From an optimization exercise on the open Yosys and OpenROAD flow, aimed at small area and a short achievable clock period; shortcuts taken in it are not production practice. Where RTL was checked, it was by simulation tests only, not by an equivalence proof against the original.

==> cedar: inputs <==
## CTE
module CTE ( clk, reset, op_mode, in_en, yuv_in, rgb_in, busy, out_valid, rgb_out, yuv_out);
input   clk ;
input   reset ;
input   op_mode;
input   in_en;
output  busy;
output  out_valid;
input   [7:0]   yuv_in;
output  [23:0]  rgb_out;
input   [23:0]  rgb_in;
output  [7:0]   yuv_out;
reg [1:0] cnt;
reg busy_r, valid_r;
reg [23:0] d;
reg [18:0] np;
assign busy = busy_r;
assign out_valid = valid_r;
wire [7:0] yy = d[7:0], uu = d[23:16], vv = d[15:8];
wire [12:0] zz = np[12:0];
wire [23:0] rgb;
assign rgb_out = rgb;
wire m0_0 = ~zz[12] & (zz[11] | zz[3]);
wire m0_1 = ~zz[12] & (zz[11] | zz[4]);
wire m0_2 = ~zz[12] & (zz[11] | zz[5]);
wire m0_3 = ~zz[12] & (zz[11] | zz[6]);
wire m0_4 = ~zz[12] & (zz[11] | zz[7]);
wire m0_5 = ~zz[12] & (zz[11] | zz[8]);
wire m0_6 = ~zz[12] & (zz[11] | zz[9]);
wire m0_7 = ~zz[12] & (zz[11] | zz[10]);
wire m0_8 = ~uu[0];
wire m0_9 = ~uu[1];
wire m0_10 = ~uu[2];
wire m0_11 = ~uu[3];
wire m0_12 = ~uu[4];
wire m0_13 = ~uu[5];
wire m0_14 = ~uu[6];
wire m0_15 = ~vv[0];
wire m0_16 = ~vv[1];
wire m0_17 = ~vv[2];
wire m0_18 = ~vv[3];
wire m0_19 = ~vv[4];
wire m0_20 = ~vv[5];
wire m0_21 = ~vv[6];
wire m0_22 = ~vv[7];
wire m0_23, m0_24;
CTE_ha m0_i25 (.a(yy[0]), .b(m0_10), .s(m0_23), .co(m0_24));
wire m0_25, m0_26;
CTE_ha m0_i27 (.a(yy[1]), .b(m0_11), .s(m0_25), .co(m0_26));
wire m0_27, m0_28;
CTE_ha m0_i29 (.a(yy[2]), .b(m0_12), .s(m0_27), .co(m0_28));
wire m0_29, m0_30;
CTE_ha m0_i31 (.a(yy[3]), .b(m0_13), .s(m0_29), .co(m0_30));
wire m0_31, m0_32;
CTE_ha m0_i33 (.a(yy[4]), .b(m0_14), .s(m0_31), .co(m0_32));
wire m0_33, m0_34;
CTE_ha m0_i35 (.a(yy[5]), .b(uu[7]), .s(m0_33), .co(m0_34));
wire m0_35, m0_36;
CTE_ha m0_i37 (.a(m0_15), .b(vv[2]), .s(m0_35), .co(m0_36));
wire m0_37, m0_38;
CTE_fa m0_i39 (.a(m0_16), .b(vv[3]), .c(m0_24), .s(m0_37), .co(m0_38));
wire m0_39, m0_40;
CTE_fa m0_i41 (.a(m0_17), .b(vv[4]), .c(m0_26), .s(m0_39), .co(m0_40));
wire m0_41, m0_42;
CTE_fa m0_i43 (.a(m0_18), .b(vv[5]), .c(m0_28), .s(m0_41), .co(m0_42));
wire m0_43, m0_44;
CTE_fa m0_i45 (.a(m0_19), .b(vv[6]), .c(m0_30), .s(m0_43), .co(m0_44));
wire m0_45, m0_46;
CTE_fa m0_i47 (.a(m0_20), .b(m0_22), .c(m0_32), .s(m0_45), .co(m0_46));
  ...
==> flow/config.mk <==
export PLATFORM = sky130hd
export DESIGN_NAME = CTE
export DESIGN_NICKNAME = CTE
export VERILOG_FILES = /design/flow/design.v
export SDC_FILE = /design/flow/constraint.sdc
export NUM_CORES = 4
export LEC_CHECK = 0
export CAP_MARGIN = 20
export CORE_MARGIN = 2
export CORE_UTILIZATION = 40
export CTS_BUF_LIST = sky130_fd_sc_hd__clkbuf_8
export SLEW_MARGIN = 20
export SYNTH_HIERARCHICAL = 1
==> flow/constraint.sdc <==
create_clock -name core_clock -period 25.0 [get_ports {clk}]
set_input_delay 5.0000 -clock core_clock [delete_from_list [all_inputs] [get_ports {clk}]]
set_output_delay 5.0000 -clock core_clock [all_outputs]
set_load 0.01 [all_outputs]
standard.sh (not shown) runs the stock make flow with config.mk's settings and CLKGATE_MAP_FILE= SYNTH_SCRIPT=/design/flow/synth_recipe.tcl, a recipe that flattens the netlist after the stock synthesis.
==> flow/flow/run.sh <==
#!/bin/bash
# Standard layout (the standard.sh: standard synthesis and ORFS flow), with the
# port buffers made from buf_1 instead of the default delay buffer.
set -euo pipefail
bash standard.sh "BUFFER_PORTS_ARGS=-buffer_cell sky130_fd_sc_hd__buf_1" finish > standard_flow.log 2>&1
==> yarrow (differences from cedar) <==
==> flow/flow/run.sh (replaced) <==
#!/bin/bash
# Standard layout (the standard.sh: standard synthesis and ORFS flow), with the
# port buffers made from buf_2 instead of the default delay buffer.
set -euo pipefail
bash standard.sh "BUFFER_PORTS_ARGS=-buffer_cell sky130_fd_sc_hd__buf_2" finish > standard_flow.log 2>&1
- CTS_BUF_LIST: sky130_fd_sc_hd__clkbuf_8 -> default
==> onyx (differences from cedar) <==
==> flow/flow/run.sh (replaced) <==
#!/bin/bash
# Standard layout (the standard.sh: standard synthesis and ORFS flow), with the
# port buffers made from buf_1 instead of the default delay buffer, and timing repair aiming 16.25 ns above zero slack.
set -euo pipefail
bash standard.sh "BUFFER_PORTS_ARGS=-buffer_cell sky130_fd_sc_hd__buf_1" "SETUP_SLACK_MARGIN=16.25" finish > standard_flow.log 2>&1
- CTS_BUF_LIST: sky130_fd_sc_hd__clkbuf_8 -> default
==> run notes <==
yarrow ran to the end with no violations. cedar completed without violations. onyx produced a clean layout.
Hold slack, lowest first: onyx, yarrow, cedar.
In cedar the worst setup slack is higher than in yarrow, by 0.022 ns.
Register-to-register slack: yarrow is worse than cedar (0.04 ns).
In synthesized cell count, onyx and cedar do not differ.
Count of clock-buffer cells in the layout: cedar is lower than yarrow (1).
==> figures <==
| quantity | onyx | cedar | yarrow |
|---|---|---|---|
| Nets@finish | 1,091 | 1,069 | 1,068 |
| Run status | complete, no violations | complete, no violations | complete, no violations |
| Setup slack of the most critical reg-to-reg path | 18.23 ns | 18.21 ns | 18.17 ns |
| Final standard cell utilization of the core | 45.1% | 42.9% | 43.8% |
| Worst hold slack across all endpoints | 0.606 ns | 0.622 ns | 0.608 ns |
| Ratio of cells with drive above 1 in the final layout | 10.4% | 3.57% | 11.8% |
| Detailed-routing wirelength on met1 | 8.76 mm | 8.39 mm | 8.44 mm |
| Final std cells w/o fill | 1,123 | 1,101 | 1,100 |
| Clock root buffer | sky130_fd_sc_hd__clkbuf_16 | sky130_fd_sc_hd__clkbuf_8 | sky130_fd_sc_hd__clkbuf_16 |

========
==> job 3373 <==
CTE, a different RTL version from the one above (not shown whole).
==> flow/config.mk <==
export PLATFORM = sky130hd
export DESIGN_NAME = CTE
export DESIGN_NICKNAME = CTE
export VERILOG_FILES = /design/flow/design.v
export SDC_FILE = /design/flow/constraint.sdc
export NUM_CORES = 4
export LEC_CHECK = 0
export ABC_AREA = 1
export CAP_MARGIN = 20
export CORE_MARGIN = 2
export CORE_UTILIZATION = 40
export SLEW_MARGIN = 20
export SYNTH_HIERARCHICAL = 1
==> flow/constraint.sdc <==
create_clock -name core_clock -period 25.0 [get_ports {clk}]
set_input_delay 5.0000 -clock core_clock [delete_from_list [all_inputs] [get_ports {clk}]]
set_output_delay 5.0000 -clock core_clock [all_outputs]
set_load 0.01 [all_outputs]
==> flow/flow/run.sh <==
#!/bin/bash
# Standard layout (the standard.sh: standard synthesis and ORFS flow), with the
# port buffers made from buf_2 instead of the default delay buffer.
set -euo pipefail
bash standard.sh "BUFFER_PORTS_ARGS=-buffer_cell sky130_fd_sc_hd__buf_2" finish > standard_flow.log 2>&1
==> inputs of job 6328, as changes to job 3373 <==
--- a/flow/design.v
+++ b/flow/design.v
@@ -222,16 +222,15 @@
 wire m0_199 = ~m0_194 & (m0_193 | m0_189);
 wire m0_200 = ~m0_194 & (m0_193 | m0_190);
 wire m0_201 = ~m0_194 & (m0_193 | m0_191);
 wire m0_202 = ~m0_194 & (m0_193 | m0_192);
 assign rgb = {m0_7, m0_6, m0_5, m0_4, m0_3, m0_2, m0_1, m0_0, m0_140, m0_139, m0_138, m0_137, m0_136, m0_135, m0_134, m0_133, m0_202, m0_201, m0_200, m0_199, m0_198, m0_197, m0_196, m0_195};
 wire [7:0] ir = rgb_in[23:16], ig = rgb_in[15:8], ib = rgb_in[7:0];
 wire [7:0] dr = d[23:16], dg = d[15:8], db = d[7:0];
-wire sz = ((cnt == 2'd3) & ~(busy_r & valid_r)) | ((cnt == 2'd0) & busy_r);
-wire su = (cnt == 2'd0) & ~busy_r, sy = cnt[0] & ~sz, sv = (cnt == 2'd2);
+wire su = op_mode & (cnt == 2'd0), sy = op_mode & cnt[0], sv = op_mode & (cnt == 2'd2), sz = ~op_mode;
 wire [15:0] na;
 wire [7:0] q;
 assign yuv_out = q;
 wire ea_0 = (su & ir[0]) | (sv & dr[0]);
 wire ea_1 = (su & ir[1]) | (sv & dr[1]) | (sy & dr[0]);
 wire ea_2 = (su & ir[2]) | (sv & dr[2]) | (sy & dr[1]);
 wire ea_3 = (su & ir[3]) | (sv & dr[3]) | (sy & dr[2]);
@@ -937,18 +936,21 @@
             cnt <= cnt + 2'd1;
             if (cnt[1]) busy_r <= 1'b1;
             if (cnt == 2'd3) valid_r <= 1'b0;
         end
     end
 end
 always @(posedge clk) begin
-    if (in_en || sz) np <= na;
     if (op_mode) begin
         if (in_en && !cnt[0]) d <= rgb_in;
-    end else if (in_en && !busy_r) begin
+        if (in_en) np <= na;
+    end else begin
+        np <= na;
+    end
+    if (!op_mode && in_en && !busy_r) begin
         if (cnt == 2'd0) d[23:16] <= yuv_in;
         if (cnt == 2'd2) d[15:8] <= yuv_in;
         if (cnt[0]) d[7:0] <= yuv_in;
     end
 end
 endmodule
 module CTE_fa (a, b, c, s, co);
==> flow/config.mk (replaced) <==
export PLATFORM = sky130hd
export DESIGN_NAME = CTE
export DESIGN_NICKNAME = CTE
export VERILOG_FILES = /design/flow/design.v
export SDC_FILE = /design/flow/constraint.sdc
export NUM_CORES = 4
export LEC_CHECK = 0
export CAP_MARGIN = 20
export CORE_MARGIN = 2
export CORE_UTILIZATION = 40
export SLEW_MARGIN = 20
export SYNTH_HIERARCHICAL = 1
==> inputs of job 6641, as changes to job 3373 <==
==> flow/flow/run.sh (replaced) <==
#!/bin/bash
# Standard layout (the standard.sh: standard synthesis and ORFS flow), with the
# port buffers made from buf_2 instead of the default delay buffer.
set -euo pipefail
bash standard.sh "BUFFER_PORTS_ARGS=-buffer_cell sky130_fd_sc_hd__buf_2" "SETUP_SLACK_MARGIN=15.8" finish > standard_flow.log 2>&1
==> flow/config.mk (replaced) <==
export PLATFORM = sky130hd
export DESIGN_NAME = CTE
export DESIGN_NICKNAME = CTE
export VERILOG_FILES = /design/flow/design.v
export SDC_FILE = /design/flow/constraint.sdc
export NUM_CORES = 4
export LEC_CHECK = 0
export CAP_MARGIN = 20
export CORE_MARGIN = 2
export CORE_UTILIZATION = 40
export SLEW_MARGIN = 20
export SYNTH_HIERARCHICAL = 1
==> inputs of job 3970, as changes to job 3373 <==
==> flow/flow/run.sh (replaced) <==
#!/bin/bash
# Standard layout (the standard.sh: standard synthesis and ORFS flow), with the
# port buffers made from buf_2 instead of the default delay buffer.
set -euo pipefail
bash standard.sh "BUFFER_PORTS_ARGS=-buffer_cell sky130_fd_sc_hd__buf_2" "SETUP_SLACK_MARGIN=16.1" finish > standard_flow.log 2>&1
==> flow/config.mk (replaced) <==
export PLATFORM = sky130hd
export DESIGN_NAME = CTE
export DESIGN_NICKNAME = CTE
export VERILOG_FILES = /design/flow/design.v
export SDC_FILE = /design/flow/constraint.sdc
export NUM_CORES = 4
export LEC_CHECK = 0
export CAP_MARGIN = 20
export CORE_MARGIN = 2
export CORE_UTILIZATION = 40
export SLEW_MARGIN = 20
export SYNTH_HIERARCHICAL = 1
==> run notes <==
| metric | job 6641 | job 3373 | job 6328 | job 3970 |
|---|---|---|---|---|
| Outcome | finished clean | finished clean | finished clean | finished clean |
| Element type at the critical path end | output pin | output pin | register | output pin |
| Slowest cell delay on critical path | 0.53 ns | 0.63 ns | 0.78 ns | 0.54 ns |
| Post-synthesis simple-gate area fraction | 12.6% | 18.7% | 10.5% | 12.6% |
| Design area | 8320 um^2 | 8630 um^2 | 8100 um^2 | 8450 um^2 |
| Nets | 1023 | 1212 | 1019 | 1032 |
| Count of plain and timing-repair buffers in the layout | 88 | 69 | 70 | 97 |
| Worst Path Arrival | 4.10 ns | 4.00 ns | 10.32 ns | 4.13 ns |
| Xor/xnor share of the synthesized area | 3.68% | 1.84% | 3.56% | 3.68% |
| Buffer count from post-CTS setup fixing | 9 | 0 | 0 | 11 |
| Starting DRC count in detailed routing | 431 | 438 | 456 | 342 |
| Post-route minimum period | 9.10 ns | 9.00 ns | 10.27 ns | 9.13 ns |
| Endpoint, Worst Hold | cnt[0] | valid_r | valid_r | cnt[0] |
| HPWL Detailed | 14400 um | 17700 um | 14900 um | 14400 um |
| Maximum frequency from static timing analysis | 110 MHz | 111 MHz | 97.4 MHz | 109 MHz |
| Average cell area after synthesis | 10.3 um^2 | 8.64 um^2 | 10.1 um^2 | 10.3 um^2 |
| Worst path slowest cell | fa_1 | edfxtp_1 | clkinv_1 | fa_2 |
Function not checked in job 6328: the RTL went through the layout flow alone.

## separate check: timing with driven ports
How much do the figures lean on ideal ports? The routed layouts below were timed once more, with nothing changed but the port constraints. Step 1 assumes that a clkbuf_16 drives the clock port and a buf_2 every other input. Step 2 also shifts input and output timing later by t, the mid clock arrival at the registers, as if the neighbouring blocks saw the same clock. Slacks: ideal ports / drivers / drivers and shift; pairs: ideal ports / drivers.
run	t, ns	setup WS [ns]	worst hold slack (ns)	clock arrival spread, ns	worst data-port slew with drivers (ns)
cedar	0.358	16.121 / 16.087 / 15.778	0.622 / 0.622 / 0.622	0.013 / 0.014	0.03
yarrow	0.337	16.099 / 16.104 / 15.782	0.608 / 0.608 / 0.608	0.004 / 0.004	0.03
onyx	0.337	16.184 / 16.203 / 15.866	0.606 / 0.606 / 0.606	0.018 / 0.018	0.06
job 3373	0.332	16.001 / 15.960 / 16.176	0.568 / 0.568 / 0.568	0.007 / 0.007	0.04
job 6328	0.334	14.730 / 14.751 / 14.418	0.554 / 0.554 / 0.554	0.010 / 0.009	0.04
job 6641	0.328	15.904 / 15.866 / 15.930	0.598 / 0.598 / 0.598	0.003 / 0.003	0.04
job 3970	0.329	15.867 / 15.829 / 16.013	0.589 / 0.589 / 0.589	0.003 / 0.003	0.04
After both steps setup and hold are still met in every run listed. For cedar, which loses most, drivers alone change the setup slack by -0.034 ns; drivers and shift together by -0.343 ns.
